This is an optimization exercise on Yosys and OpenROAD, whose aim is small area, a short achievable clock period and few clock cycles per item, not a production implementation. In this exercise RTL edits were held to simulation tests only and were not proved equivalent to the original. Power and IR drop assume default switching activity.

<file path="flow/config.mk">
export PLATFORM = sky130hd
export DESIGN_NAME = seq_mult_16bit
export DESIGN_NICKNAME = seq_mult_16bit
export VERILOG_FILES = /design/flow/design.v
export SDC_FILE = /design/flow/constraint.sdc
export NUM_CORES = 4
export LEC_CHECK = 0
export ABC_AREA = 1
export CAP_MARGIN = 20
export CORE_MARGIN = 2
export CORE_UTILIZATION = 40
export SETUP_SLACK_MARGIN = 1.0
export SLEW_MARGIN = 20
</file>
<file path="flow/constraint.sdc">
create_clock -name core_clock -period 4.5 [get_ports {clk}]
set_input_delay 0.9000 -clock core_clock [delete_from_list [all_inputs] [get_ports {clk}]]
set_output_delay 0.9000 -clock core_clock [all_outputs]
set_load 0.01 [all_outputs]
</file>
<file path="flow/design.v">
`timescale 1ns / 1ps
module seq_mult_16bit (
    input  wire         clk,
    input  wire         rst_n,
    input  wire         start,
    input  wire [15:0]  a_in,
    input  wire [15:0]  b_in,
    output wire [31:0]  p_out,
    output reg          done
);
    wire bo0;
    wire bt0;
    wire bn0;
    wire pp1;
    wire pp2;
    wire pp3;
    wire pp4;
    wire pp5;
    wire pp6;
    wire pp7;
    wire pp8;
    wire pp9;
    wire pp10;
    wire pp11;
    wire pp12;
    wire pp13;
    wire pp14;
    wire pp15;
    wire pp16;
    wire sg17;
    wire sn18;
    wire bo1;
    wire bt1;
    wire bn1;
    wire pp19;
    wire pp20;
    wire pp21;
    wire pp22;
    wire pp23;
    wire pp24;
    wire pp25;
    wire pp26;
    wire pp27;
    wire pp28;
    wire pp29;
    wire pp30;
    wire pp31;
    wire pp32;
    wire pp33;
    wire pp34;
    wire sn35;
    wire bo2;
    wire bt2;
    wire bn2;
    wire pp36;
    wire pp37;
    wire pp38;
    wire pp39;
    wire pp40;
    wire pp41;
    wire pp42;
    wire pp43;
    wire pp44;
    wire pp45;
    wire pp46;
    wire pp47;
    wire pp48;
    wire pp49;
    wire pp50;
    wire pp51;
    wire sn52;
    wire bo3;
    wire bt3;
    wire bn3;
    wire pp53;
    wire pp54;
    wire pp55;
    wire pp56;
    wire pp57;
    wire pp58;
    wire pp59;
    wire pp60;
    wire pp61;
    wire pp62;
    wire pp63;
    wire pp64;
    wire pp65;
    wire pp66;
    wire pp67;
    wire pp68;
    wire sn69;
    wire bo4;
    wire bt4;
    wire bn4;
    wire pp70;
    wire pp71;
    wire pp72;
    wire pp73;
    wire pp74;
    wire pp75;
    wire pp76;
    wire pp77;
    wire pp78;
    wire pp79;
    wire pp80;
    wire pp81;
    wire pp82;
    wire pp83;
    wire pp84;
    wire pp85;
    wire sn86;
    wire bo5;
    wire bt5;
    wire bn5;
    wire pp87;
    wire pp88;
    wire pp89;
    wire pp90;
    wire pp91;
    wire pp92;
    wire pp93;
    wire pp94;
    wire pp95;
    wire pp96;
    wire pp97;
    wire pp98;
    wire pp99;
    wire pp100;
    wire pp101;
    wire pp102;
    wire sn103;
    wire bo6;
    wire bt6;
    wire bn6;
    wire pp104;
    wire pp105;
    wire pp106;
    wire pp107;
    wire pp108;
    wire pp109;
    wire pp110;
    wire pp111;
    wire pp112;
    wire pp113;
    wire pp114;
    wire pp115;
    wire pp116;
    wire pp117;
    wire pp118;
    wire pp119;
    wire sn120;
    wire bo7;
    wire bt7;
    wire bn7;
    wire pp121;
    wire pp122;
    wire pp123;
    wire pp124;
    wire pp125;
    wire pp126;
    wire pp127;
    wire pp128;
    wire pp129;
    wire pp130;
    wire pp131;
    wire pp132;
    wire pp133;
    wire pp134;
    wire pp135;
    wire pp136;
    wire sn137;
    wire s138;
    wire c139;
    wire s140;
    wire c141;
    wire s142;
    wire c143;
    wire s144;
    wire c145;
    wire s146;
    wire c147;
    wire s148;
    wire c149;
    wire s150;
    wire c151;
    wire s152;
    wire c153;
    wire s154;
    wire c155;
    wire s156;
    wire c157;
    wire s158;
    wire c159;
    wire s160;
    wire c161;
    wire s162;
    wire c163;
    wire s164;
    wire c165;
    wire s166;
    wire c167;
    wire s168;
    wire c169;
    wire s170;
    wire c171;
    wire s172;
    wire c173;
    wire s174;
    wire c175;
    wire s176;
    wire c177;
    wire s178;
    wire c179;
    wire s180;
    wire c181;
    wire s182;
    wire c183;
    wire s184;
    wire c185;
    wire s186;
    wire c187;
    wire s188;
    wire c189;
    wire s190;
    wire c191;
    wire s192;
    wire c193;
    wire s194;
    wire c195;
    wire s196;
    wire c197;
    wire s198;
    wire c199;
    wire s200;
    wire c201;
    wire s202;
    wire c203;
    wire s204;
    wire c205;
    wire s206;
    wire c207;
    wire s208;
    wire c209;
    wire s210;
    wire c211;
    wire s212;
    wire c213;
    wire s214;
    wire c215;
    wire s216;
    wire c217;
    wire s218;
    wire c219;
    wire s220;
    wire c221;
    wire s222;
    wire c223;
    wire s224;
    wire c225;
    wire s226;
    wire c227;
    wire s228;
    wire c229;
    wire s230;
    wire c231;
    wire s232;
    wire c233;
    wire s234;
    wire c235;
    wire s236;
    wire c237;
    wire s238;
    wire c239;
    wire s240;
    wire c241;
    wire s242;
    wire c243;
    wire s244;
    wire c245;
    wire s246;
    wire c247;
    wire s248;
    wire c249;
    wire s250;
    wire c251;
    wire s252;
    wire c253;
    wire s254;
    wire c255;
    wire s256;
    wire c257;
    wire s258;
    wire c259;
    wire s260;
    wire c261;
    wire s262;
    wire c263;
    wire s264;
    wire c265;
    wire s266;
    wire c267;
    wire s268;
    wire c269;
    wire s270;
    wire c271;
    wire s272;
    wire c273;
    wire s274;
    wire c275;
    wire s276;
    wire c277;
    wire s278;
    wire c279;
    wire s280;
    wire c281;
    wire s282;
    wire c283;
    wire s284;
    wire c285;
    wire s286;
    wire c287;
    wire s288;
    wire c289;
    wire s290;
    wire c291;
    wire s292;
    wire c293;
    wire s294;
    wire c295;
    wire s296;
    wire c297;
    wire s298;
    wire c299;
    wire s300;
    wire c301;
    wire s302;
    wire c303;
    wire s304;
    wire c305;
    wire s306;
    wire c307;
    wire s308;
    wire c309;
    wire s310;
    wire c311;
    wire s312;
    wire c313;
    wire s314;
    wire c315;
    wire s316;
    wire c317;
    wire s318;
    wire c319;
    wire s320;
    wire c321;
    wire s322;
    wire c323;
    wire s324;
    wire c325;
    wire s326;
    wire c327;
    wire s328;
    wire c329;
    wire s330;
    wire c331;
    wire s332;
    wire c333;
    wire s334;
    wire c335;
    wire s336;
    wire c337;
    wire s338;
    wire c339;
    wire s340;
    wire c341;
    wire s342;
    wire c343;
    wire s344;
    wire c345;
    wire s346;
    wire c347;
    wire s348;
    wire c349;
    wire s350;
    wire c351;
    wire s352;
    wire c353;
    wire s354;
    wire c355;
    wire s356;
    wire c357;
    wire s358;
    wire c359;
    wire s360;
    wire c361;
    wire s362;
    wire c363;
    assign bo0 = b_in[0] ^ 1'b0;
    assign bt0 = (b_in[1] & ~b_in[0] & ~1'b0) | (~b_in[1] & b_in[0] & 1'b0);
    assign bn0 = b_in[1];
    assign pp1 = ((bo0 & a_in[0]) | (bt0 & 1'b0)) ^ bn0;
    assign pp2 = ((bo0 & a_in[1]) | (bt0 & a_in[0])) ^ bn0;
    assign pp3 = ((bo0 & a_in[2]) | (bt0 & a_in[1])) ^ bn0;
    assign pp4 = ((bo0 & a_in[3]) | (bt0 & a_in[2])) ^ bn0;
    assign pp5 = ((bo0 & a_in[4]) | (bt0 & a_in[3])) ^ bn0;
    assign pp6 = ((bo0 & a_in[5]) | (bt0 & a_in[4])) ^ bn0;
    assign pp7 = ((bo0 & a_in[6]) | (bt0 & a_in[5])) ^ bn0;
    assign pp8 = ((bo0 & a_in[7]) | (bt0 & a_in[6])) ^ bn0;
    assign pp9 = ((bo0 & a_in[8]) | (bt0 & a_in[7])) ^ bn0;
    assign pp10 = ((bo0 & a_in[9]) | (bt0 & a_in[8])) ^ bn0;
    assign pp11 = ((bo0 & a_in[10]) | (bt0 & a_in[9])) ^ bn0;
    assign pp12 = ((bo0 & a_in[11]) | (bt0 & a_in[10])) ^ bn0;
    assign pp13 = ((bo0 & a_in[12]) | (bt0 & a_in[11])) ^ bn0;
    assign pp14 = ((bo0 & a_in[13]) | (bt0 & a_in[12])) ^ bn0;
    assign pp15 = ((bo0 & a_in[14]) | (bt0 & a_in[13])) ^ bn0;
    assign pp16 = ((bo0 & a_in[15]) | (bt0 & a_in[14])) ^ bn0;
    assign sg17 = ((bo0 & a_in[15]) | (bt0 & a_in[15])) ^ bn0;
    assign sn18 = ~sg17;
    assign bo1 = b_in[2] ^ b_in[1];
    assign bt1 = (b_in[3] & ~b_in[2] & ~b_in[1]) | (~b_in[3] & b_in[2] & b_in[1]);
    assign bn1 = b_in[3];
    assign pp19 = ((bo1 & a_in[0]) | (bt1 & 1'b0)) ^ bn1;
    assign pp20 = ((bo1 & a_in[1]) | (bt1 & a_in[0])) ^ bn1;
    assign pp21 = ((bo1 & a_in[2]) | (bt1 & a_in[1])) ^ bn1;
    assign pp22 = ((bo1 & a_in[3]) | (bt1 & a_in[2])) ^ bn1;
    assign pp23 = ((bo1 & a_in[4]) | (bt1 & a_in[3])) ^ bn1;
    assign pp24 = ((bo1 & a_in[5]) | (bt1 & a_in[4])) ^ bn1;
    assign pp25 = ((bo1 & a_in[6]) | (bt1 & a_in[5])) ^ bn1;
    assign pp26 = ((bo1 & a_in[7]) | (bt1 & a_in[6])) ^ bn1;
    assign pp27 = ((bo1 & a_in[8]) | (bt1 & a_in[7])) ^ bn1;
    assign pp28 = ((bo1 & a_in[9]) | (bt1 & a_in[8])) ^ bn1;
    assign pp29 = ((bo1 & a_in[10]) | (bt1 & a_in[9])) ^ bn1;
    assign pp30 = ((bo1 & a_in[11]) | (bt1 & a_in[10])) ^ bn1;
    assign pp31 = ((bo1 & a_in[12]) | (bt1 & a_in[11])) ^ bn1;
    assign pp32 = ((bo1 & a_in[13]) | (bt1 & a_in[12])) ^ bn1;
    assign pp33 = ((bo1 & a_in[14]) | (bt1 & a_in[13])) ^ bn1;
    assign pp34 = ((bo1 & a_in[15]) | (bt1 & a_in[14])) ^ bn1;
    assign sn35 = ~(((bo1 & a_in[15]) | (bt1 & a_in[15])) ^ bn1);
    assign bo2 = b_in[4] ^ b_in[3];
    assign bt2 = (b_in[5] & ~b_in[4] & ~b_in[3]) | (~b_in[5] & b_in[4] & b_in[3]);
    assign bn2 = b_in[5];
    assign pp36 = ((bo2 & a_in[0]) | (bt2 & 1'b0)) ^ bn2;
    assign pp37 = ((bo2 & a_in[1]) | (bt2 & a_in[0])) ^ bn2;
    assign pp38 = ((bo2 & a_in[2]) | (bt2 & a_in[1])) ^ bn2;
    assign pp39 = ((bo2 & a_in[3]) | (bt2 & a_in[2])) ^ bn2;
    assign pp40 = ((bo2 & a_in[4]) | (bt2 & a_in[3])) ^ bn2;
    assign pp41 = ((bo2 & a_in[5]) | (bt2 & a_in[4])) ^ bn2;
    assign pp42 = ((bo2 & a_in[6]) | (bt2 & a_in[5])) ^ bn2;
    assign pp43 = ((bo2 & a_in[7]) | (bt2 & a_in[6])) ^ bn2;
    assign pp44 = ((bo2 & a_in[8]) | (bt2 & a_in[7])) ^ bn2;
    assign pp45 = ((bo2 & a_in[9]) | (bt2 & a_in[8])) ^ bn2;
    assign pp46 = ((bo2 & a_in[10]) | (bt2 & a_in[9])) ^ bn2;
    assign pp47 = ((bo2 & a_in[11]) | (bt2 & a_in[10])) ^ bn2;
    assign pp48 = ((bo2 & a_in[12]) | (bt2 & a_in[11])) ^ bn2;
    assign pp49 = ((bo2 & a_in[13]) | (bt2 & a_in[12])) ^ bn2;
    assign pp50 = ((bo2 & a_in[14]) | (bt2 & a_in[13])) ^ bn2;
    assign pp51 = ((bo2 & a_in[15]) | (bt2 & a_in[14])) ^ bn2;
    assign sn52 = ~(((bo2 & a_in[15]) | (bt2 & a_in[15])) ^ bn2);
    assign bo3 = b_in[6] ^ b_in[5];
    assign bt3 = (b_in[7] & ~b_in[6] & ~b_in[5]) | (~b_in[7] & b_in[6] & b_in[5]);
    assign bn3 = b_in[7];
    assign pp53 = ((bo3 & a_in[0]) | (bt3 & 1'b0)) ^ bn3;
    assign pp54 = ((bo3 & a_in[1]) | (bt3 & a_in[0])) ^ bn3;
    assign pp55 = ((bo3 & a_in[2]) | (bt3 & a_in[1])) ^ bn3;
    assign pp56 = ((bo3 & a_in[3]) | (bt3 & a_in[2])) ^ bn3;
    assign pp57 = ((bo3 & a_in[4]) | (bt3 & a_in[3])) ^ bn3;
    assign pp58 = ((bo3 & a_in[5]) | (bt3 & a_in[4])) ^ bn3;
    assign pp59 = ((bo3 & a_in[6]) | (bt3 & a_in[5])) ^ bn3;
    assign pp60 = ((bo3 & a_in[7]) | (bt3 & a_in[6])) ^ bn3;
    assign pp61 = ((bo3 & a_in[8]) | (bt3 & a_in[7])) ^ bn3;
    assign pp62 = ((bo3 & a_in[9]) | (bt3 & a_in[8])) ^ bn3;
    assign pp63 = ((bo3 & a_in[10]) | (bt3 & a_in[9])) ^ bn3;
    assign pp64 = ((bo3 & a_in[11]) | (bt3 & a_in[10])) ^ bn3;
    assign pp65 = ((bo3 & a_in[12]) | (bt3 & a_in[11])) ^ bn3;
    assign pp66 = ((bo3 & a_in[13]) | (bt3 & a_in[12])) ^ bn3;
    assign pp67 = ((bo3 & a_in[14]) | (bt3 & a_in[13])) ^ bn3;
    assign pp68 = ((bo3 & a_in[15]) | (bt3 & a_in[14])) ^ bn3;
    assign sn69 = ~(((bo3 & a_in[15]) | (bt3 & a_in[15])) ^ bn3);
    assign bo4 = b_in[8] ^ b_in[7];
    assign bt4 = (b_in[9] & ~b_in[8] & ~b_in[7]) | (~b_in[9] & b_in[8] & b_in[7]);
    assign bn4 = b_in[9];
    assign pp70 = ((bo4 & a_in[0]) | (bt4 & 1'b0)) ^ bn4;
    assign pp71 = ((bo4 & a_in[1]) | (bt4 & a_in[0])) ^ bn4;
    assign pp72 = ((bo4 & a_in[2]) | (bt4 & a_in[1])) ^ bn4;
    assign pp73 = ((bo4 & a_in[3]) | (bt4 & a_in[2])) ^ bn4;
    assign pp74 = ((bo4 & a_in[4]) | (bt4 & a_in[3])) ^ bn4;
    assign pp75 = ((bo4 & a_in[5]) | (bt4 & a_in[4])) ^ bn4;
    assign pp76 = ((bo4 & a_in[6]) | (bt4 & a_in[5])) ^ bn4;
    assign pp77 = ((bo4 & a_in[7]) | (bt4 & a_in[6])) ^ bn4;
    assign pp78 = ((bo4 & a_in[8]) | (bt4 & a_in[7])) ^ bn4;
    assign pp79 = ((bo4 & a_in[9]) | (bt4 & a_in[8])) ^ bn4;
    assign pp80 = ((bo4 & a_in[10]) | (bt4 & a_in[9])) ^ bn4;
    assign pp81 = ((bo4 & a_in[11]) | (bt4 & a_in[10])) ^ bn4;
    assign pp82 = ((bo4 & a_in[12]) | (bt4 & a_in[11])) ^ bn4;
    assign pp83 = ((bo4 & a_in[13]) | (bt4 & a_in[12])) ^ bn4;
    assign pp84 = ((bo4 & a_in[14]) | (bt4 & a_in[13])) ^ bn4;
    assign pp85 = ((bo4 & a_in[15]) | (bt4 & a_in[14])) ^ bn4;
    assign sn86 = ~(((bo4 & a_in[15]) | (bt4 & a_in[15])) ^ bn4);
    assign bo5 = b_in[10] ^ b_in[9];
    assign bt5 = (b_in[11] & ~b_in[10] & ~b_in[9]) | (~b_in[11] & b_in[10] & b_in[9]);
    assign bn5 = b_in[11];
    assign pp87 = ((bo5 & a_in[0]) | (bt5 & 1'b0)) ^ bn5;
    assign pp88 = ((bo5 & a_in[1]) | (bt5 & a_in[0])) ^ bn5;
    assign pp89 = ((bo5 & a_in[2]) | (bt5 & a_in[1])) ^ bn5;
    assign pp90 = ((bo5 & a_in[3]) | (bt5 & a_in[2])) ^ bn5;
    assign pp91 = ((bo5 & a_in[4]) | (bt5 & a_in[3])) ^ bn5;
    assign pp92 = ((bo5 & a_in[5]) | (bt5 & a_in[4])) ^ bn5;
    assign pp93 = ((bo5 & a_in[6]) | (bt5 & a_in[5])) ^ bn5;
    assign pp94 = ((bo5 & a_in[7]) | (bt5 & a_in[6])) ^ bn5;
    assign pp95 = ((bo5 & a_in[8]) | (bt5 & a_in[7])) ^ bn5;
    assign pp96 = ((bo5 & a_in[9]) | (bt5 & a_in[8])) ^ bn5;
    assign pp97 = ((bo5 & a_in[10]) | (bt5 & a_in[9])) ^ bn5;
    assign pp98 = ((bo5 & a_in[11]) | (bt5 & a_in[10])) ^ bn5;
    assign pp99 = ((bo5 & a_in[12]) | (bt5 & a_in[11])) ^ bn5;
    assign pp100 = ((bo5 & a_in[13]) | (bt5 & a_in[12])) ^ bn5;
    assign pp101 = ((bo5 & a_in[14]) | (bt5 & a_in[13])) ^ bn5;
    assign pp102 = ((bo5 & a_in[15]) | (bt5 & a_in[14])) ^ bn5;
    assign sn103 = ~(((bo5 & a_in[15]) | (bt5 & a_in[15])) ^ bn5);
    assign bo6 = b_in[12] ^ b_in[11];
    assign bt6 = (b_in[13] & ~b_in[12] & ~b_in[11]) | (~b_in[13] & b_in[12] & b_in[11]);
    assign bn6 = b_in[13];
    assign pp104 = ((bo6 & a_in[0]) | (bt6 & 1'b0)) ^ bn6;
    assign pp105 = ((bo6 & a_in[1]) | (bt6 & a_in[0])) ^ bn6;
    assign pp106 = ((bo6 & a_in[2]) | (bt6 & a_in[1])) ^ bn6;
    assign pp107 = ((bo6 & a_in[3]) | (bt6 & a_in[2])) ^ bn6;
    assign pp108 = ((bo6 & a_in[4]) | (bt6 & a_in[3])) ^ bn6;
    assign pp109 = ((bo6 & a_in[5]) | (bt6 & a_in[4])) ^ bn6;
    assign pp110 = ((bo6 & a_in[6]) | (bt6 & a_in[5])) ^ bn6;
    assign pp111 = ((bo6 & a_in[7]) | (bt6 & a_in[6])) ^ bn6;
    assign pp112 = ((bo6 & a_in[8]) | (bt6 & a_in[7])) ^ bn6;
    assign pp113 = ((bo6 & a_in[9]) | (bt6 & a_in[8])) ^ bn6;
    assign pp114 = ((bo6 & a_in[10]) | (bt6 & a_in[9])) ^ bn6;
    assign pp115 = ((bo6 & a_in[11]) | (bt6 & a_in[10])) ^ bn6;
    assign pp116 = ((bo6 & a_in[12]) | (bt6 & a_in[11])) ^ bn6;
    assign pp117 = ((bo6 & a_in[13]) | (bt6 & a_in[12])) ^ bn6;
    assign pp118 = ((bo6 & a_in[14]) | (bt6 & a_in[13])) ^ bn6;
    assign pp119 = ((bo6 & a_in[15]) | (bt6 & a_in[14])) ^ bn6;
    assign sn120 = ~(((bo6 & a_in[15]) | (bt6 & a_in[15])) ^ bn6);
    assign bo7 = b_in[14] ^ b_in[13];
    assign bt7 = (b_in[15] & ~b_in[14] & ~b_in[13]) | (~b_in[15] & b_in[14] & b_in[13]);
    assign bn7 = b_in[15];
    assign pp121 = ((bo7 & a_in[0]) | (bt7 & 1'b0)) ^ bn7;
    assign pp122 = ((bo7 & a_in[1]) | (bt7 & a_in[0])) ^ bn7;
    assign pp123 = ((bo7 & a_in[2]) | (bt7 & a_in[1])) ^ bn7;
    assign pp124 = ((bo7 & a_in[3]) | (bt7 & a_in[2])) ^ bn7;
    assign pp125 = ((bo7 & a_in[4]) | (bt7 & a_in[3])) ^ bn7;
    assign pp126 = ((bo7 & a_in[5]) | (bt7 & a_in[4])) ^ bn7;
    assign pp127 = ((bo7 & a_in[6]) | (bt7 & a_in[5])) ^ bn7;
    assign pp128 = ((bo7 & a_in[7]) | (bt7 & a_in[6])) ^ bn7;
    assign pp129 = ((bo7 & a_in[8]) | (bt7 & a_in[7])) ^ bn7;
    assign pp130 = ((bo7 & a_in[9]) | (bt7 & a_in[8])) ^ bn7;
    assign pp131 = ((bo7 & a_in[10]) | (bt7 & a_in[9])) ^ bn7;
    assign pp132 = ((bo7 & a_in[11]) | (bt7 & a_in[10])) ^ bn7;
    assign pp133 = ((bo7 & a_in[12]) | (bt7 & a_in[11])) ^ bn7;
    assign pp134 = ((bo7 & a_in[13]) | (bt7 & a_in[12])) ^ bn7;
    assign pp135 = ((bo7 & a_in[14]) | (bt7 & a_in[13])) ^ bn7;
    assign pp136 = ((bo7 & a_in[15]) | (bt7 & a_in[14])) ^ bn7;
    assign sn137 = ~(((bo7 & a_in[15]) | (bt7 & a_in[15])) ^ bn7);
    assign s138 = bn5 ^ pp11;
    assign c139 = bn5 & pp11;
    assign s140 = pp12 ^ pp28;
    assign c141 = pp12 & pp28;
    assign s142 = bn6 ^ pp104 ^ pp13;
    assign c143 = (bn6 & pp104) | (pp13 & (bn6 ^ pp104));
    assign s144 = pp29 ^ pp44;
    assign c145 = pp29 & pp44;
    assign s146 = pp105 ^ pp14 ^ pp30;
    assign c147 = (pp105 & pp14) | (pp30 & (pp105 ^ pp14));
    assign s148 = pp45 ^ pp60;
    assign c149 = pp45 & pp60;
    assign s150 = bn7 ^ pp106 ^ pp121;
    assign c151 = (bn7 & pp106) | (pp121 & (bn7 ^ pp106));
    assign s152 = pp15 ^ pp31 ^ pp46;
    assign c153 = (pp15 & pp31) | (pp46 & (pp15 ^ pp31));
    assign s154 = pp61 ^ pp76;
    assign c155 = pp61 & pp76;
    assign s156 = pp107 ^ pp122 ^ pp16;
    assign c157 = (pp107 & pp122) | (pp16 & (pp107 ^ pp122));
    assign s158 = pp32 ^ pp47 ^ pp62;
    assign c159 = (pp32 & pp47) | (pp62 & (pp32 ^ pp47));
    assign s160 = pp77 ^ pp92;
    assign c161 = pp77 & pp92;
    assign s162 = pp108 ^ pp123 ^ pp33;
    assign c163 = (pp108 & pp123) | (pp33 & (pp108 ^ pp123));
    assign s164 = pp48 ^ pp63 ^ pp78;
    assign c165 = (pp48 & pp63) | (pp78 & (pp48 ^ pp63));
    assign s166 = pp93 ^ sg17;
    assign c167 = pp93 & sg17;
    assign s168 = pp109 ^ pp124 ^ pp34;
    assign c169 = (pp109 & pp124) | (pp34 & (pp109 ^ pp124));
    assign s170 = pp49 ^ pp64 ^ pp79;
    assign c171 = (pp49 & pp64) | (pp79 & (pp49 ^ pp64));
    assign s172 = pp94 ^ sg17;
    assign c173 = pp94 & sg17;
    assign s174 = pp110 ^ pp125 ^ pp50;
    assign c175 = (pp110 & pp125) | (pp50 & (pp110 ^ pp125));
    assign s176 = pp65 ^ pp80 ^ pp95;
    assign c177 = (pp65 & pp80) | (pp95 & (pp65 ^ pp80));
    assign s178 = sn35 ^ sn18;
    assign c179 = sn35 & sn18;
    assign s180 = 1'b1 ^ pp111 ^ pp126;
    assign c181 = (1'b1 & pp111) | (pp126 & (1'b1 ^ pp111));
    assign s182 = pp51 ^ pp66 ^ pp81;
    assign c183 = (pp51 & pp66) | (pp81 & (pp51 ^ pp66));
    assign s184 = pp112 ^ pp127 ^ pp67;
    assign c185 = (pp112 & pp127) | (pp67 & (pp112 ^ pp127));
    assign s186 = 1'b1 ^ pp113;
    assign c187 = 1'b1 & pp113;
    assign s188 = bn3 ^ pp23;
    assign c189 = bn3 & pp23;
    assign s190 = pp24 ^ pp39;
    assign c191 = pp24 & pp39;
    assign s192 = bn4 ^ pp25 ^ pp40;
    assign c193 = (bn4 & pp25) | (pp40 & (bn4 ^ pp25));
    assign s194 = pp55 ^ pp70;
    assign c195 = pp55 & pp70;
    assign s196 = pp10 ^ pp26 ^ pp41;
    assign c197 = (pp10 & pp26) | (pp41 & (pp10 ^ pp26));
    assign s198 = pp56 ^ pp71;
    assign c199 = pp56 & pp71;
    assign s200 = pp27 ^ pp42 ^ pp57;
    assign c201 = (pp27 & pp42) | (pp57 & (pp27 ^ pp42));
    assign s202 = pp72 ^ pp87 ^ s138;
    assign c203 = (pp72 & pp87) | (s138 & (pp72 ^ pp87));
    assign s204 = pp43 ^ pp58 ^ pp73;
    assign c205 = (pp43 & pp58) | (pp73 & (pp43 ^ pp58));
    assign s206 = pp88 ^ c139 ^ s140;
    assign c207 = (pp88 & c139) | (s140 & (pp88 ^ c139));
    assign s208 = pp59 ^ pp74 ^ pp89;
    assign c209 = (pp59 & pp74) | (pp89 & (pp59 ^ pp74));
    assign s210 = c141 ^ s144 ^ s142;
    assign c211 = (c141 & s144) | (s142 & (c141 ^ s144));
    assign s212 = pp75 ^ pp90 ^ c145;
    assign c213 = (pp75 & pp90) | (c145 & (pp75 ^ pp90));
    assign s214 = s148 ^ c143 ^ s146;
    assign c215 = (s148 & c143) | (s146 & (s148 ^ c143));
    assign s216 = pp91 ^ c149 ^ s154;
    assign c217 = (pp91 & c149) | (s154 & (pp91 ^ c149));
    assign s218 = c147 ^ s150 ^ s152;
    assign c219 = (c147 & s150) | (s152 & (c147 ^ s150));
    assign s220 = c155 ^ s160 ^ c151;
    assign c221 = (c155 & s160) | (c151 & (c155 ^ s160));
    assign s222 = c153 ^ s156 ^ s158;
    assign c223 = (c153 & s156) | (s158 & (c153 ^ s156));
    assign s224 = c161 ^ s166 ^ c157;
    assign c225 = (c161 & s166) | (c157 & (c161 ^ s166));
    assign s226 = c159 ^ s162 ^ s164;
    assign c227 = (c159 & s162) | (s164 & (c159 ^ s162));
    assign s228 = c167 ^ s172 ^ c163;
    assign c229 = (c167 & s172) | (c163 & (c167 ^ s172));
    assign s230 = c165 ^ s168 ^ s170;
    assign c231 = (c165 & s168) | (s170 & (c165 ^ s168));
    assign s232 = c173 ^ s178 ^ c169;
    assign c233 = (c173 & s178) | (c169 & (c173 ^ s178));
    assign s234 = c171 ^ s174 ^ s176;
    assign c235 = (c171 & s174) | (s176 & (c171 ^ s174));
    assign s236 = pp96 ^ c179 ^ c175;
    assign c237 = (pp96 & c179) | (c175 & (pp96 ^ c179));
    assign s238 = c177 ^ s180 ^ s182;
    assign c239 = (c177 & s180) | (s182 & (c177 ^ s180));
    assign s240 = pp82 ^ pp97 ^ sn52;
    assign c241 = (pp82 & pp97) | (sn52 & (pp82 ^ pp97));
    assign s242 = c181 ^ c183 ^ s184;
    assign c243 = (c181 & c183) | (s184 & (c181 ^ c183));
    assign s244 = pp128 ^ pp68 ^ pp83;
    assign c245 = (pp128 & pp68) | (pp83 & (pp128 ^ pp68));
    assign s246 = pp98 ^ s186 ^ c185;
    assign c247 = (pp98 & s186) | (c185 & (pp98 ^ s186));
    assign s248 = pp114 ^ pp129 ^ pp84;
    assign c249 = (pp114 & pp129) | (pp84 & (pp114 ^ pp129));
    assign s250 = pp99 ^ sn69 ^ c187;
    assign c251 = (pp99 & sn69) | (c187 & (pp99 ^ sn69));
    assign s252 = 1'b1 ^ pp100 ^ pp115;
    assign c253 = (1'b1 & pp100) | (pp115 & (1'b1 ^ pp100));
    assign s254 = pp130 ^ pp85;
    assign c255 = pp130 & pp85;
    assign s256 = pp101 ^ pp116 ^ pp131;
    assign c257 = (pp101 & pp116) | (pp131 & (pp101 ^ pp116));
    assign s258 = 1'b1 ^ pp102;
    assign c259 = 1'b1 & pp102;
    assign s260 = bn2 ^ pp21;
    assign c261 = bn2 & pp21;
    assign s262 = pp22 ^ pp37;
    assign c263 = pp22 & pp37;
    assign s264 = pp38 ^ pp53 ^ pp7;
    assign c265 = (pp38 & pp53) | (pp7 & (pp38 ^ pp53));
    assign s266 = pp54 ^ pp8 ^ c189;
    assign c267 = (pp54 & pp8) | (c189 & (pp54 ^ pp8));
    assign s268 = pp9 ^ c191 ^ s194;
    assign c269 = (pp9 & c191) | (s194 & (pp9 ^ c191));
    assign s270 = c195 ^ s198 ^ c193;
    assign c271 = (c195 & s198) | (c193 & (c195 ^ s198));
    assign s272 = c199 ^ c197 ^ s200;
    assign c273 = (c199 & c197) | (s200 & (c199 ^ c197));
    assign s274 = c201 ^ s204 ^ c203;
    assign c275 = (c201 & s204) | (c203 & (c201 ^ s204));
    assign s276 = c205 ^ s208 ^ c207;
    assign c277 = (c205 & s208) | (c207 & (c205 ^ s208));
    assign s278 = c209 ^ s212 ^ c211;
    assign c279 = (c209 & s212) | (c211 & (c209 ^ s212));
    assign s280 = c213 ^ s216 ^ c215;
    assign c281 = (c213 & s216) | (c215 & (c213 ^ s216));
    assign s282 = c217 ^ c219 ^ s220;
    assign c283 = (c217 & c219) | (s220 & (c217 ^ c219));
    assign s284 = c221 ^ c223 ^ s224;
    assign c285 = (c221 & c223) | (s224 & (c221 ^ c223));
    assign s286 = c225 ^ c227 ^ s228;
    assign c287 = (c225 & c227) | (s228 & (c225 ^ c227));
    assign s288 = c229 ^ c231 ^ s232;
    assign c289 = (c229 & c231) | (s232 & (c229 ^ c231));
    assign s290 = c233 ^ c235 ^ s236;
    assign c291 = (c233 & c235) | (s236 & (c233 ^ c235));
    assign s292 = s240 ^ c237 ^ c239;
    assign c293 = (s240 & c237) | (c239 & (s240 ^ c237));
    assign s294 = c241 ^ s244 ^ c243;
    assign c295 = (c241 & s244) | (c243 & (c241 ^ s244));
    assign s296 = c245 ^ s248 ^ s250;
    assign c297 = (c245 & s248) | (s250 & (c245 ^ s248));
    assign s298 = s254 ^ c249 ^ s252;
    assign c299 = (s254 & c249) | (s252 & (s254 ^ c249));
    assign s300 = sn86 ^ c255 ^ c253;
    assign c301 = (sn86 & c255) | (c253 & (sn86 ^ c255));
    assign s302 = pp117 ^ pp132 ^ s258;
    assign c303 = (pp117 & pp132) | (s258 & (pp117 ^ pp132));
    assign s304 = pp118 ^ pp133 ^ sn103;
    assign c305 = (pp118 & pp133) | (sn103 & (pp118 ^ pp133));
    assign s306 = 1'b1 ^ pp119;
    assign c307 = 1'b1 & pp119;
    assign s308 = bn1 ^ pp19;
    assign c309 = bn1 & pp19;
    assign s310 = pp20 ^ pp4;
    assign c311 = pp20 & pp4;
    assign s312 = pp36 ^ pp5 ^ s260;
    assign c313 = (pp36 & pp5) | (s260 & (pp36 ^ pp5));
    assign s314 = pp6 ^ c261 ^ s262;
    assign c315 = (pp6 & c261) | (s262 & (pp6 ^ c261));
    assign s316 = c263 ^ s188 ^ s264;
    assign c317 = (c263 & s188) | (s264 & (c263 ^ s188));
    assign s318 = s190 ^ c265 ^ s266;
    assign c319 = (s190 & c265) | (s266 & (s190 ^ c265));
    assign s320 = s192 ^ c267 ^ s268;
    assign c321 = (s192 & c267) | (s268 & (s192 ^ c267));
    assign s322 = s196 ^ c269 ^ s270;
    assign c323 = (s196 & c269) | (s270 & (s196 ^ c269));
    assign s324 = s202 ^ c271 ^ s272;
    assign c325 = (s202 & c271) | (s272 & (s202 ^ c271));
    assign s326 = s206 ^ c273 ^ s274;
    assign c327 = (s206 & c273) | (s274 & (s206 ^ c273));
    assign s328 = s210 ^ c275 ^ s276;
    assign c329 = (s210 & c275) | (s276 & (s210 ^ c275));
    assign s330 = s214 ^ c277 ^ s278;
    assign c331 = (s214 & c277) | (s278 & (s214 ^ c277));
    assign s332 = s218 ^ c279 ^ s280;
    assign c333 = (s218 & c279) | (s280 & (s218 ^ c279));
    assign s334 = s222 ^ c281 ^ s282;
    assign c335 = (s222 & c281) | (s282 & (s222 ^ c281));
    assign s336 = s226 ^ c283 ^ s284;
    assign c337 = (s226 & c283) | (s284 & (s226 ^ c283));
    assign s338 = s230 ^ c285 ^ s286;
    assign c339 = (s230 & c285) | (s286 & (s230 ^ c285));
    assign s340 = s234 ^ c287 ^ s288;
    assign c341 = (s234 & c287) | (s288 & (s234 ^ c287));
    assign s342 = s238 ^ c289 ^ s290;
    assign c343 = (s238 & c289) | (s290 & (s238 ^ c289));
    assign s344 = s242 ^ c291 ^ s292;
    assign c345 = (s242 & c291) | (s292 & (s242 ^ c291));
    assign s346 = s246 ^ c293 ^ s294;
    assign c347 = (s246 & c293) | (s294 & (s246 ^ c293));
    assign s348 = c247 ^ s296 ^ c295;
    assign c349 = (c247 & s296) | (c295 & (c247 ^ s296));
    assign s350 = c251 ^ s298 ^ c297;
    assign c351 = (c251 & s298) | (c297 & (c251 ^ s298));
    assign s352 = s256 ^ c299 ^ s300;
    assign c353 = (s256 & c299) | (s300 & (s256 ^ c299));
    assign s354 = c257 ^ s302 ^ c301;
    assign c355 = (c257 & s302) | (c301 & (c257 ^ s302));
    assign s356 = c259 ^ s304 ^ c303;
    assign c357 = (c259 & s304) | (c303 & (c259 ^ s304));
    assign s358 = pp134 ^ s306 ^ c305;
    assign c359 = (pp134 & s306) | (c305 & (pp134 ^ s306));
    assign s360 = pp135 ^ sn120 ^ c307;
    assign c361 = (pp135 & sn120) | (c307 & (pp135 ^ sn120));
    assign s362 = 1'b1 ^ pp136;
    assign c363 = 1'b1 & pp136;
    reg  [31:0] r0_q;    
    reg  [31:0] r1_q;    
    always @(posedge clk) begin
        r0_q[0] <= bn0;
        r0_q[1] <= pp2;
        r0_q[2] <= pp3;
        r0_q[3] <= c309;
        r0_q[4] <= c311;
        r0_q[5] <= c313;
        r0_q[6] <= c315;
        r0_q[7] <= c317;
        r0_q[8] <= c319;
        r0_q[9] <= c321;
        r0_q[10] <= c323;
        r0_q[11] <= c325;
        r0_q[12] <= c327;
        r0_q[13] <= c329;
        r0_q[14] <= c331;
        r0_q[15] <= c333;
        r0_q[16] <= c335;
        r0_q[17] <= c337;
        r0_q[18] <= c339;
        r0_q[19] <= c341;
        r0_q[20] <= c343;
        r0_q[21] <= c345;
        r0_q[22] <= c347;
        r0_q[23] <= s350;
        r0_q[24] <= s352;
        r0_q[25] <= c353;
        r0_q[26] <= s356;
        r0_q[27] <= s358;
        r0_q[28] <= s360;
        r0_q[29] <= s362;
        r0_q[30] <= sn137;
        r1_q[0] <= pp1;
        r1_q[2] <= s308;
        r1_q[3] <= s310;
        r1_q[4] <= s312;
        r1_q[5] <= s314;
        r1_q[6] <= s316;
        r1_q[7] <= s318;
        r1_q[8] <= s320;
        r1_q[9] <= s322;
        r1_q[10] <= s324;
        r1_q[11] <= s326;
        r1_q[12] <= s328;
        r1_q[13] <= s330;
        r1_q[14] <= s332;
        r1_q[15] <= s334;
        r1_q[16] <= s336;
        r1_q[17] <= s338;
        r1_q[18] <= s340;
        r1_q[19] <= s342;
        r1_q[20] <= s344;
        r1_q[21] <= s346;
        r1_q[22] <= s348;
        r1_q[23] <= c349;
        r1_q[24] <= c351;
        r1_q[25] <= s354;
        r1_q[26] <= c355;
        r1_q[27] <= c357;
        r1_q[28] <= c359;
        r1_q[29] <= c361;
        r1_q[30] <= c363;
    end
    wire [31:0] xs, ys, g0, p0;
    assign xs = {1'b1, r0_q[30], r0_q[29], r0_q[28], r0_q[27], r0_q[26], r0_q[25], r0_q[24], r0_q[23], r0_q[22], r0_q[21], r0_q[20], r0_q[19], r0_q[18], r0_q[17], r0_q[16], r0_q[15], r0_q[14], r0_q[13], r0_q[12], r0_q[11], r0_q[10], r0_q[9], r0_q[8], r0_q[7], r0_q[6], r0_q[5], r0_q[4], r0_q[3], r0_q[2], r0_q[1], r0_q[0]};
    assign ys = {1'b0, r1_q[30], r1_q[29], r1_q[28], r1_q[27], r1_q[26], r1_q[25], r1_q[24], r1_q[23], r1_q[22], r1_q[21], r1_q[20], r1_q[19], r1_q[18], r1_q[17], r1_q[16], r1_q[15], r1_q[14], r1_q[13], r1_q[12], r1_q[11], r1_q[10], r1_q[9], r1_q[8], r1_q[7], r1_q[6], r1_q[5], r1_q[4], r1_q[3], r1_q[2], 1'b0, r1_q[0]};
    assign g0 = xs & ys;
    assign p0 = xs ^ ys;
    wire gg1;
    wire gp1;
    wire gg2;
    wire gp2;
    wire gg3;
    wire gp3;
    wire gg4;
    wire gp4;
    wire gg5;
    wire gp5;
    wire gg6;
    wire gp6;
    wire gg7;
    wire gp7;
    wire gg8;
    wire gp8;
    wire gg9;
    wire gp9;
    wire gg10;
    wire gp10;
    wire gg11;
    wire gp11;
    wire gg12;
    wire gp12;
    wire gg13;
    wire gp13;
    wire gg14;
    wire gp14;
    wire gg15;
    wire gp15;
    wire gg16;
    wire gp16;
    wire gg17;
    wire gp17;
    wire gg18;
    wire gp18;
    wire gg19;
    wire gp19;
    wire gg20;
    wire gp20;
    wire gg21;
    wire gp21;
    wire gg22;
    wire gp22;
    wire gg23;
    wire gp23;
    wire gg24;
    wire gp24;
    wire gg25;
    wire gp25;
    wire gg26;
    wire gp26;
    wire gg27;
    wire gp27;
    wire gg28;
    wire gp28;
    wire gg29;
    wire gp29;
    wire gg30;
    wire gp30;
    wire gg31;
    wire gp31;
    wire gg32;
    wire gp32;
    wire gg33;
    wire gp33;
    wire gg34;
    wire gp34;
    wire gg35;
    wire gp35;
    wire gg36;
    wire gp36;
    wire gg37;
    wire gp37;
    wire gg38;
    wire gp38;
    wire gg39;
    wire gp39;
    wire gg40;
    wire gp40;
    wire gg41;
    wire gp41;
    wire gg42;
    wire gp42;
    wire gg43;
    wire gp43;
    wire gg44;
    wire gp44;
    wire gg45;
    wire gp45;
    wire gg46;
    wire gp46;
    wire gg47;
    wire gp47;
    wire gg48;
    wire gp48;
    wire gg49;
    wire gp49;
    wire gg50;
    wire gp50;
    wire gg51;
    wire gp51;
    wire gg52;
    wire gp52;
    wire gg53;
    wire gp53;
    wire gg54;
    wire gp54;
    wire gg55;
    wire gp55;
    wire gg56;
    wire gp56;
    wire gg57;
    wire gp57;
    assign gg1 = g0[1] | (p0[1] & g0[0]);
    assign gp1 = p0[1] & p0[0];
    assign gg2 = g0[3] | (p0[3] & g0[2]);
    assign gp2 = p0[3] & p0[2];
    assign gg3 = g0[5] | (p0[5] & g0[4]);
    assign gp3 = p0[5] & p0[4];
    assign gg4 = g0[7] | (p0[7] & g0[6]);
    assign gp4 = p0[7] & p0[6];
    assign gg5 = g0[9] | (p0[9] & g0[8]);
    assign gp5 = p0[9] & p0[8];
    assign gg6 = g0[11] | (p0[11] & g0[10]);
    assign gp6 = p0[11] & p0[10];
    assign gg7 = g0[13] | (p0[13] & g0[12]);
    assign gp7 = p0[13] & p0[12];
    assign gg8 = g0[15] | (p0[15] & g0[14]);
    assign gp8 = p0[15] & p0[14];
    assign gg9 = g0[17] | (p0[17] & g0[16]);
    assign gp9 = p0[17] & p0[16];
    assign gg10 = g0[19] | (p0[19] & g0[18]);
    assign gp10 = p0[19] & p0[18];
    assign gg11 = g0[21] | (p0[21] & g0[20]);
    assign gp11 = p0[21] & p0[20];
    assign gg12 = g0[23] | (p0[23] & g0[22]);
    assign gp12 = p0[23] & p0[22];
    assign gg13 = g0[25] | (p0[25] & g0[24]);
    assign gp13 = p0[25] & p0[24];
    assign gg14 = g0[27] | (p0[27] & g0[26]);
    assign gp14 = p0[27] & p0[26];
    assign gg15 = g0[29] | (p0[29] & g0[28]);
    assign gp15 = p0[29] & p0[28];
    assign gg16 = g0[31] | (p0[31] & g0[30]);
    assign gp16 = p0[31] & p0[30];
    assign gg17 = gg2 | (gp2 & gg1);
    assign gp17 = gp2 & gp1;
    assign gg18 = gg4 | (gp4 & gg3);
    assign gp18 = gp4 & gp3;
    assign gg19 = gg6 | (gp6 & gg5);
    assign gp19 = gp6 & gp5;
    assign gg20 = gg8 | (gp8 & gg7);
    assign gp20 = gp8 & gp7;
    assign gg21 = gg10 | (gp10 & gg9);
    assign gp21 = gp10 & gp9;
    assign gg22 = gg12 | (gp12 & gg11);
    assign gp22 = gp12 & gp11;
    assign gg23 = gg14 | (gp14 & gg13);
    assign gp23 = gp14 & gp13;
    assign gg24 = gg16 | (gp16 & gg15);
    assign gp24 = gp16 & gp15;
    assign gg25 = gg18 | (gp18 & gg17);
    assign gp25 = gp18 & gp17;
    assign gg26 = gg20 | (gp20 & gg19);
    assign gp26 = gp20 & gp19;
    assign gg27 = gg22 | (gp22 & gg21);
    assign gp27 = gp22 & gp21;
    assign gg28 = gg24 | (gp24 & gg23);
    assign gp28 = gp24 & gp23;
    assign gg29 = gg26 | (gp26 & gg25);
    assign gp29 = gp26 & gp25;
    assign gg30 = gg28 | (gp28 & gg27);
    assign gp30 = gp28 & gp27;
    assign gg31 = gg30 | (gp30 & gg29);
    assign gp31 = gp30 & gp29;
    assign gg32 = gg27 | (gp27 & gg29);
    assign gp32 = gp27 & gp29;
    assign gg33 = gg19 | (gp19 & gg25);
    assign gp33 = gp19 & gp25;
    assign gg34 = gg21 | (gp21 & gg29);
    assign gp34 = gp21 & gp29;
    assign gg35 = gg23 | (gp23 & gg32);
    assign gp35 = gp23 & gp32;
    assign gg36 = gg3 | (gp3 & gg17);
    assign gp36 = gp3 & gp17;
    assign gg37 = gg5 | (gp5 & gg25);
    assign gp37 = gp5 & gp25;
    assign gg38 = gg7 | (gp7 & gg33);
    assign gp38 = gp7 & gp33;
    assign gg39 = gg9 | (gp9 & gg29);
    assign gp39 = gp9 & gp29;
    assign gg40 = gg11 | (gp11 & gg34);
    assign gp40 = gp11 & gp34;
    assign gg41 = gg13 | (gp13 & gg32);
    assign gp41 = gp13 & gp32;
    assign gg42 = gg15 | (gp15 & gg35);
    assign gp42 = gp15 & gp35;
    assign gg43 = g0[2] | (p0[2] & gg1);
    assign gp43 = p0[2] & gp1;
    assign gg44 = g0[4] | (p0[4] & gg17);
    assign gp44 = p0[4] & gp17;
    assign gg45 = g0[6] | (p0[6] & gg36);
    assign gp45 = p0[6] & gp36;
    assign gg46 = g0[8] | (p0[8] & gg25);
    assign gp46 = p0[8] & gp25;
    assign gg47 = g0[10] | (p0[10] & gg37);
    assign gp47 = p0[10] & gp37;
    assign gg48 = g0[12] | (p0[12] & gg33);
    assign gp48 = p0[12] & gp33;
    assign gg49 = g0[14] | (p0[14] & gg38);
    assign gp49 = p0[14] & gp38;
    assign gg50 = g0[16] | (p0[16] & gg29);
    assign gp50 = p0[16] & gp29;
    assign gg51 = g0[18] | (p0[18] & gg39);
    assign gp51 = p0[18] & gp39;
    assign gg52 = g0[20] | (p0[20] & gg34);
    assign gp52 = p0[20] & gp34;
    assign gg53 = g0[22] | (p0[22] & gg40);
    assign gp53 = p0[22] & gp40;
    assign gg54 = g0[24] | (p0[24] & gg32);
    assign gp54 = p0[24] & gp32;
    assign gg55 = g0[26] | (p0[26] & gg41);
    assign gp55 = p0[26] & gp41;
    assign gg56 = g0[28] | (p0[28] & gg35);
    assign gp56 = p0[28] & gp35;
    assign gg57 = g0[30] | (p0[30] & gg42);
    assign gp57 = p0[30] & gp42;
    assign p_out[0] = p0[0];
    assign p_out[1] = p0[1] ^ g0[0];
    assign p_out[2] = p0[2] ^ gg1;
    assign p_out[3] = p0[3] ^ gg43;
    assign p_out[4] = p0[4] ^ gg17;
    assign p_out[5] = p0[5] ^ gg44;
    assign p_out[6] = p0[6] ^ gg36;
    assign p_out[7] = p0[7] ^ gg45;
    assign p_out[8] = p0[8] ^ gg25;
    assign p_out[9] = p0[9] ^ gg46;
    assign p_out[10] = p0[10] ^ gg37;
    assign p_out[11] = p0[11] ^ gg47;
    assign p_out[12] = p0[12] ^ gg33;
    assign p_out[13] = p0[13] ^ gg48;
    assign p_out[14] = p0[14] ^ gg38;
    assign p_out[15] = p0[15] ^ gg49;
    assign p_out[16] = p0[16] ^ gg29;
    assign p_out[17] = p0[17] ^ gg50;
    assign p_out[18] = p0[18] ^ gg39;
    assign p_out[19] = p0[19] ^ gg51;
    assign p_out[20] = p0[20] ^ gg34;
    assign p_out[21] = p0[21] ^ gg52;
    assign p_out[22] = p0[22] ^ gg40;
    assign p_out[23] = p0[23] ^ gg53;
    assign p_out[24] = p0[24] ^ gg32;
    assign p_out[25] = p0[25] ^ gg54;
    assign p_out[26] = p0[26] ^ gg41;
    assign p_out[27] = p0[27] ^ gg55;
    assign p_out[28] = p0[28] ^ gg35;
    assign p_out[29] = p0[29] ^ gg56;
    assign p_out[30] = p0[30] ^ gg42;
    assign p_out[31] = p0[31] ^ gg57;
    always @(posedge clk or negedge rst_n) begin
        if (!rst_n) done <= 1'b0;
        else        done <= start;
    end
endmodule
</file>
<file path="flow/flow/run.sh">
#!/bin/bash
set -euo pipefail
cd "$(dirname "$0")/.."
bash standard.sh \
  "BUFFER_PORTS_ARGS=-buffer_cell sky130_fd_sc_hd__buf_4" \
  "SYNTH_ARGS=-noabc" \
  finish > flow_make.log 2>&1
</file>
<file path="flow/standard.sh">
#!/bin/bash
# synth_recipe.tcl (not shown) runs the flow's synth.tcl, then flattens the netlist and writes it again
# the make line also repeats each setting of config.mk as NAME=value (left out here)
make -C /OpenROAD-flow-scripts/flow DESIGN_CONFIG=/design/flow/config.mk WORK_HOME=/design/flow/orfs CLKGATE_MAP_FILE= SYNTH_SCRIPT=/design/flow/synth_recipe.tcl "${@:-finish}"
</file>
==> impl_results.md, run 1 <==
- Status: finished clean
- DR pass1 iterations: 5
- CP Data Required Time: 4.71 ns
- Least-Margin Pin Slew: 0.598 ns
- Fin crit share: 0.782
- Part of the power in registers: 0.177
- Static Leak: 4.14 nW
- Util after Layout: 0.530
- Fin nets: 1,020
- Vias in the first global route: 5,669
- Syn_area_per_cell: 10.0 sq um
- Share of cells above drive strength 1: 0.387
- Vias per inst: 5.30
- Slowest CP cell: fa_2
- Top_reg_cell synth: dfxtp_1
- Commonest non-fill, non-tap cell in the layout: xor2_1
- Initial core utilization: 0.408
- Syn nets: 918
- Tmin final: 3.52 ns
- Yosys warns: 1
- Crit path launch type: input pin
- Post-synth top area share: 0.285
- Number of routed nets with antenna violations: 0
- MaxCap Viol Count: 0
- Initial antenna violation count: 0
- FF+latch count, synth: 62
- CTS tree: yes
- Number of synthesized flops with an enable pin: 0
- # IOs: 68
- Clock share of power: 0.117
- P_int: 3.37 mW
- N_diodes: 0
- Pwr per Cell Area: 622 mW/mm^2
- Clock Sinks: 62
- Final setup violation count: 0
- Final Power: 5.90 mW
- Die H: 139 microns
- CTS buffer count: 9
- Worst EP arrival: 3.73 ns
- Detailed Route WL: 19.3 mm
- Final hold vios: 0
- Dpl cell area: 0.00811 sq mm
- Worst path cell trace: buf_4 > inv_1 > o21ai_0 > inv_1 > ha_1 > fa_2 > fa_1 > fa_1
- Residual DRC: 0
- Drt wl/cell: 18.2 microns
- I/O Buffers: 67
- Tightest Hold Check Type: input pin to async pin
- Total GRT Usage: 0.198
- Die area: 0.0193 sq mm
- Worst VDD drop: 0.533 mV
- Unique masters post-synth: 33
- Synth area leader: fa_1
- # rows: 49
- First DRT Iteration DRCs: 306
- Top post-synthesis cells by area: fa_1 29%, xor2_1 17%, dfxtp_1 17%
- Psw: 2.53 mW
- Post-Syn Instances: 727
- Ys async rst share: 0.0161
- Via count: 5,637
- Grt total ovfl: 0
- Slew Limit Headroom: 0.597
- GP Congestion: 0.854
- Final hold slack: 0.317 ns
- Core area: 0.0179 sq mm
- Combinational power share: 0.706
- Unrepaired setup endpoints after global routing: true
- First-pass GRT wire length: 30.1 mm
- Area Overhead vs Synth: 29.9%
- Max Root-Sink Buffers: 2
- Largest net degree at the start of global routing: 22
- Design area: 0.00948 sq mm
- Clk root buf: clkbuf_16
- Switching part of the total: 0.429
- Fmax: 284 MHz
- Met2 routed WL: 9.14 mm
- Final Slew Violations: 0
- Clock Pin Slew Worst Setup and Hold Paths: 0.06 ns
- Critical Path End Type: flop
- Critical path type: input pin to flop
- Seq/Total Area, Yosys: 0.171
- Commonest cells after routing, fill and taps aside: 137 x xor2_1, 123 x buf_4, 93 x o22ai_1, 86 x fa_1, 51 x inv_1
- H-tree lvl count: 3
- DIE WIDTH: 139 microns
- Setup TNS: 0 ns
- CP max stage delay: 0.58 ns
- Highest metal used: met4
- WL met1: 8.56 mm
- Crit path max fanout: 6
- Synthesized cell area: 0.00730 sq mm
- Dpl hpwl: 14.3 mm
- Wire length on met3: 1.15 mm
sequential cells by signal (all words and copies together) (netlist names):
register	flops
r0_q	31
r1_q	30
done	1
worst paths after layout:
| check | from | to | slack, ns | cells past startpoint |
|---|---|---|---|---|
| max | a_in[15] | r1_q[17] | 0.98 | 8 |
| min | rst_n | done | 0.32 | 1 |
| max in group asynchronous | rst_n | done | 4.10 | 1 |
| min in group core_clock | start | done | 0.66 | 1 |
synthesized netlist by cell type (3+ instances only):
library cell	n
xor2_1	142
fa_1	104
o22ai_1	98
inv_1	63
dfxtp_1	61
nand2_1	54
ha_1	52
o22ai_2	21
nor2_1	16
a21oi_1	15
clkbuf_1	15
nand3_1	13
buf_4	12
buf_2	11
buf_1	6
buf_6	5
nand2_2	5
o21ai_2	5
inv_2	4
nor2_2	4
o21ai_0	4
a31o_2	3
critical path: cells and delay by family:
family	cells	cell delay, ns
buffers and inverters	3	0.48
AOI/OAI and AO/OA	1	0.54
adders and majority gates	4	1.81
layer usage:
metal  vias up  GRT usage
met5         -          0
met3        34     0.0376
li1       2635          -
met1      2777      0.271
met2       191      0.317
met4         0     0.0659
cells by family (layout without fill, tap and decap cells):
family / after synthesis / after routing / synth area share
adder cells (fa/ha/maj): 156 / 156 / 0.374
AO/OA/AOI/OAI: 152 / 152 / 0.150
XOR/XNOR: 143 / 143 / 0.173
buffers and inverters: 116 / 223 / 0.0729
AND/OR/NAND/NOR: 97 / 97 / 0.0573
flip-flops: 62 / 62 / 0.171
multiplexers: 1 / 1 / 0.00206
power by group through the flow:
stage	registers [mW]	logic, mW	clock network (mW)
2_1_floorplan	0.954	2.47	0
3_3_place_gp	0.987	3.66	0
3_5_place_dp	0.990	3.71	0
6_report	1.04	4.16	0.693
5_1_grt	1.08	4.73	0.740
4_1_cts	1.00	3.93	0.708
through the flow:
step | setup slack, ns | cells
global placement | 0.349 | 1002
finish | 0.980 | 1063
detailed placement | 0.282 | 1002
CTS | 0.998 | 1035
global route | 0.917 | 1063
floorplan | 0.810 | 727
what timing repair did:
| item | 4_1_cts | 5_1_grt |
|---|---|---|
| gates resized for setup | 53 | 99 |
| cloned | 0 | 1 |
| pin swaps | 15 | 50 |
| hold endpoints to repair | 0 | 0 |
| setup buffers | 17 | 27 |
| hold buffers | 0 | 0 |
| setup endpoints to repair | 35 | 29 |
final cells by class:
class                           count  area, sq um
Clock buffer                       10          229
Clock inverter                      6         61.3
Fill cell                        1607         8420
Inverter                           67          297
Multi-Input combinational cell    549         6130
Sequential cell                    62         1270
Tap cell                          229          287
Timing Repair Buffer              140         1200
Testbench counts, summed over its fixed seeds: cycles 2,400, items 2,400.
==> run 2: changes to the inputs <==
==> flow/flow/run.sh (replaced) <==
#!/bin/bash
set -euo pipefail
cd "$(dirname "$0")/.."
bash standard.sh \
  "BUFFER_PORTS_ARGS=-buffer_cell sky130_fd_sc_hd__buf_2" \
  "SYNTH_ARGS=-noabc" \
  finish > flow_make.log 2>&1
--- a/flow/config.mk
+++ b/flow/config.mk
@@ -10,3 +10,3 @@
 export CORE_MARGIN = 2
-export CORE_UTILIZATION = 40
+export CORE_UTILIZATION = 65
 export SETUP_SLACK_MARGIN = 1.0
==> impl_results.md, run 2 <==
- MaxCap Viol Count: 0 (unchanged)
- Critical path type: flop to output port (was input pin to flop)
- Fmax: 281 MHz (was 284 MHz)
- DR pass1 iterations: 7 (was 5)
- Final hold vios: 0 (unchanged)
- Core area: 0.0109 sq mm (was 0.0179 sq mm)
- CP max stage delay: 0.51 ns (was 0.58 ns)
- Static Leak: 4.02 nW (was 4.14 nW)
- Least-Margin Pin Slew: 0.620 ns (was 0.598 ns)
- Psw: 2.56 mW (was 2.53 mW)
- Commonest cells after routing, fill and taps aside: 134 x xor2_1, 89 x o22ai_1, 84 x fa_1, 62 x buf_4, 57 x buf_2 (was 137 x xor2_1, 123 x buf_4, 93 x o22ai_1, 86 x fa_1, 51 x inv_1)
- Combinational power share: 0.725 (was 0.706)
- Share of cells above drive strength 1: 0.383 (was 0.387)
- Setup TNS: 0 ns (unchanged)
- Final Power: 5.56 mW (was 5.90 mW)
- Total GRT Usage: 0.337 (was 0.198)
- Fin crit share: 0.790 (was 0.782)
- N_diodes: 0 (unchanged)
- Final Slew Violations: 0 (unchanged)
- Number of synthesized flops with an enable pin: 0 (unchanged)
- Post-synth top cells: 142 x xor2_1, 104 x fa_1, 98 x o22ai_1, 63 x inv_1, 61 x dfxtp_1 (unchanged)
- Dpl hpwl: 14.4 mm (was 14.3 mm)
- Grt total ovfl: 0 (unchanged)
- Part of the power in registers: 0.185 (was 0.177)
- Most frequent cell after synthesis: xor2_1 (unchanged)
- Slowest CP cell: fa_1 (was fa_2)
- Initial antenna violation count: 0 (unchanged)
- Detailed Route WL: 20.2 mm (was 19.3 mm)
- Number of routed nets with antenna violations: 0 (unchanged)
- Crit path max fanout: 4 (was 6)
- Tmin final: 3.56 ns (was 3.52 ns)
- First-pass GRT wire length: 30.2 mm (was 30.1 mm)
- Max Root-Sink Buffers: 2 (unchanged)
- Area Overhead vs Synth: 24.1% (was 29.9%)
- Syn nets: 918 (unchanged)
- CTS buffer count: 9 (unchanged)
- Crit path launch type: flop (was input pin)
- Fin nets: 1,018 (was 1,020)
- Switching part of the total: 0.461 (was 0.429)
- Syn_area_per_cell: 10.0 sq um (unchanged)
- Clock share of power: 0.090 (was 0.117)
- First DRT Iteration DRCs: 421 (was 306)
- Commonest non-fill, non-tap cell in the layout: xor2_1 (unchanged)
- Clk root buf: clkbuf_8 (was clkbuf_16)
- Largest regs: r0_q x31, r1_q x30, done x1 (unchanged)
- # IOs: 68 (unchanged)
- Synthesized cell area: 0.00730 sq mm (unchanged)
- Yosys warns: 1 (unchanged)
- Pwr per Cell Area: 615 mW/mm^2 (was 622 mW/mm^2)
- Util after Layout: 0.832 (was 0.530)
- Synth area leader: fa_1 (unchanged)
- P_int: 3.00 mW (was 3.37 mW)
- CTS tree: yes (unchanged)
- Largest net degree at the start of global routing: 18 (was 22)
- WP buf/inv: 2 (was 3)
- CP Data Required Time: 3.60 ns (was 4.71 ns)
- Vias per inst: 6.12 (was 5.30)
- Ys async rst share: 0.0161 (unchanged)
- Drt wl/cell: 20.8 microns (was 18.2 microns)
- FF+latch count, synth: 62 (unchanged)
- GP Congestion: 0.956 (was 0.854)
- Die H: 110 microns (was 139 microns)
- H-tree lvl count: 3 (unchanged)
- Post-synth top area share: 0.285 (unchanged)
- Layout fillers: 645 (was 1,607)
- Unique masters post-synth: 33 (unchanged)
- Worst VDD drop: 0.681 mV (was 0.533 mV)
- Post-Syn Instances: 727 (unchanged)
- Worst EP arrival: 2.66 ns (was 3.73 ns)
- Vias in the first global route: 5,902 (was 5,669)
- Cell family with most CP delay: adder cells (unchanged)
- Max reg flops: 31 (unchanged)
- Via count: 5,947 (was 5,637)
- Unrepaired setup endpoints after global routing: true (unchanged)
- Clock Sinks: 62 (unchanged)
- Top_reg_cell synth: dfxtp_1 (unchanged)
- # rows: 38 (was 49)
- Seq/Total Area, Yosys: 0.171 (unchanged)
- Top post-synthesis cells by area: fa_1 29%, xor2_1 17%, dfxtp_1 17% (unchanged)
- Tightest Hold Check Type: input pin to async pin (unchanged)
- DIE WIDTH: 110 microns (was 139 microns)
- Critical Path End Type: output port (was flop)
- Worst path cell trace: ha_4 > nand2_4 > inv_2 > a21oi_4 > nand2_4 > nand2_4 > nand2_4 > nand2_4 > nand2_4 > nand2_2 > nand2_2 > nand2_2 > nand2_2 > fa_1 > buf_2 (was buf_4 > inv_1 > o21ai_0 > inv_1 > ha_1 > fa_2 > fa_1 > fa_1)
- Critical Path Most Common Cell: nand2_4
- Die area: 0.0121 sq mm (was 0.0193 sq mm)
- I/O Buffers: 67 (unchanged)
- Final setup violation count: 0 (unchanged)
- Clock Pin Slew Worst Setup and Hold Paths: 0.07 ns (was 0.06 ns)
- Residual DRC: 0 (unchanged)
- Slew Limit Headroom: 0.586 (was 0.597)
- Status: finished clean (unchanged)
- Initial core utilization: 0.670 (was 0.408)
- Reg with most FFs: r0_q (unchanged)
## run 2: layer usage
layer | vias to the layer above | GRT usage | routed length (microns)
met5 | - | 0 | 0
met4 | 0 | 0.161 | 766
met3 | 64 | 0.0717 | 1640
met2 | 306 | 0.527 | 9820
met1 | 2947 | 0.446 | 8020
li1 | 2630 | - | -
## run 2: power groups by stage
stage	sequential, mW	combinational, mW	clock (mW)
after global routing	1.05	4.52	0.536
after CTS	1.00	3.81	0.514
after global placement	0.976	3.28	0
final	1.03	4.03	0.501
after floorplan	0.954	2.47	0
after detailed placement	0.990	3.48	0
## run 2: cell families (layout without fill, tap and decap cells)
group,after synthesis,after routing,share of synthesized area
buffers and inverters,116,221,0.0729
AO/OA/AOI/OAI,152,152,0.150
flip-flops,62,62,0.171
multiplexers,1,1,0.00206
AND/OR/NAND/NOR,97,97,0.0573
XOR/XNOR,143,143,0.173
adder cells (fa/ha/maj),156,156,0.374
## run 2: timing repair
| action | CTS | global route |
|---|---|---|
| buffers inserted | 22 | 19 |
| setup endpoints to repair | 36 | 35 |
| gates cloned | 0 | 1 |
| gates resized for setup | 58 | 88 |
| hold buffers | 0 | 0 |
| pin swaps | 20 | 38 |
## run 2: cell type report
| type | instances | area, sq um | area share |
|---|---|---|---|
| Timing Repair inverter | 1 | 5.00 | 0.000553 |
| Inverter | 67 | 290 | 0.0321 |
| Clock inverter | 4 | 45.0 | 0.00498 |
| Tap cell | 140 | 175 | 0.0193 |
| Sequential cell | 62 | 1260 | 0.140 |
| Timing Repair Buffer | 137 | 975 | 0.108 |
| Multi-Input combinational cell | 549 | 6140 | 0.679 |
| Clock buffer | 12 | 155 | 0.0171 |
## run 2: stage by stage
| stage | area (sq um) | hold WS (ns) | setup slack [ns] | cells |
|---|---|---|---|---|
| after floorplan | 7430 | 0.604 | 0.810 | 727 |
| after global placement | 7840 | 0.675 | 0.416 | 914 |
| after detailed placement | 7840 | 0.675 | 0.292 | 914 |
| after CTS | 8500 | 0.275 | 0.969 | 952 |
| after global routing | 9050 | 0.280 | 0.854 | 972 |
| final | 9050 | 0.292 | 0.943 | 972 |
## run 2: path summary, 6_finish.rpt
kind                       startpoint        end  cells past startpoint
min                             rst_n       done                      1
max                           r0_q[6]  p_out[30]                     15
max in group asynchronous       rst_n       done                      1
min in group core_clock         start       done                      1

separate check: timing with driven ports:
No port has a modelled driver above. Below, the same layouts with a new extraction and two added sets of constraints. Step 1: set_driving_cell puts a clkbuf_16 on clk and a buf_2 on each other input, an assumption about the parent block. Step 2 adds t to the input delays and takes it off the output delays; t is the mean of the earliest and latest rising clock arrival at the registers after step 1. Input paths then give back, and output paths get back, about the clock's delay inside the block. Three values: no drivers, after step 1, after step 2; two values: the first two.
| run | t, ns | setup slack, ns | hold WS [ns] | pins driven straight from the clock port |
|---|---|---|---|---|
| run 1 | 0.381 | 0.980 / 0.986 / 0.605 | 0.317 / 0.300 / 0.681 | 1 |
| run 2 | 0.396 | 0.943 / 0.908 / 0.600 | 0.292 / 0.280 / 0.676 | 1 |
After both steps setup and hold are still met in every run listed. For run 1, which loses most, drivers alone change the setup slack by +0.006 ns; drivers and shift together by -0.375 ns.
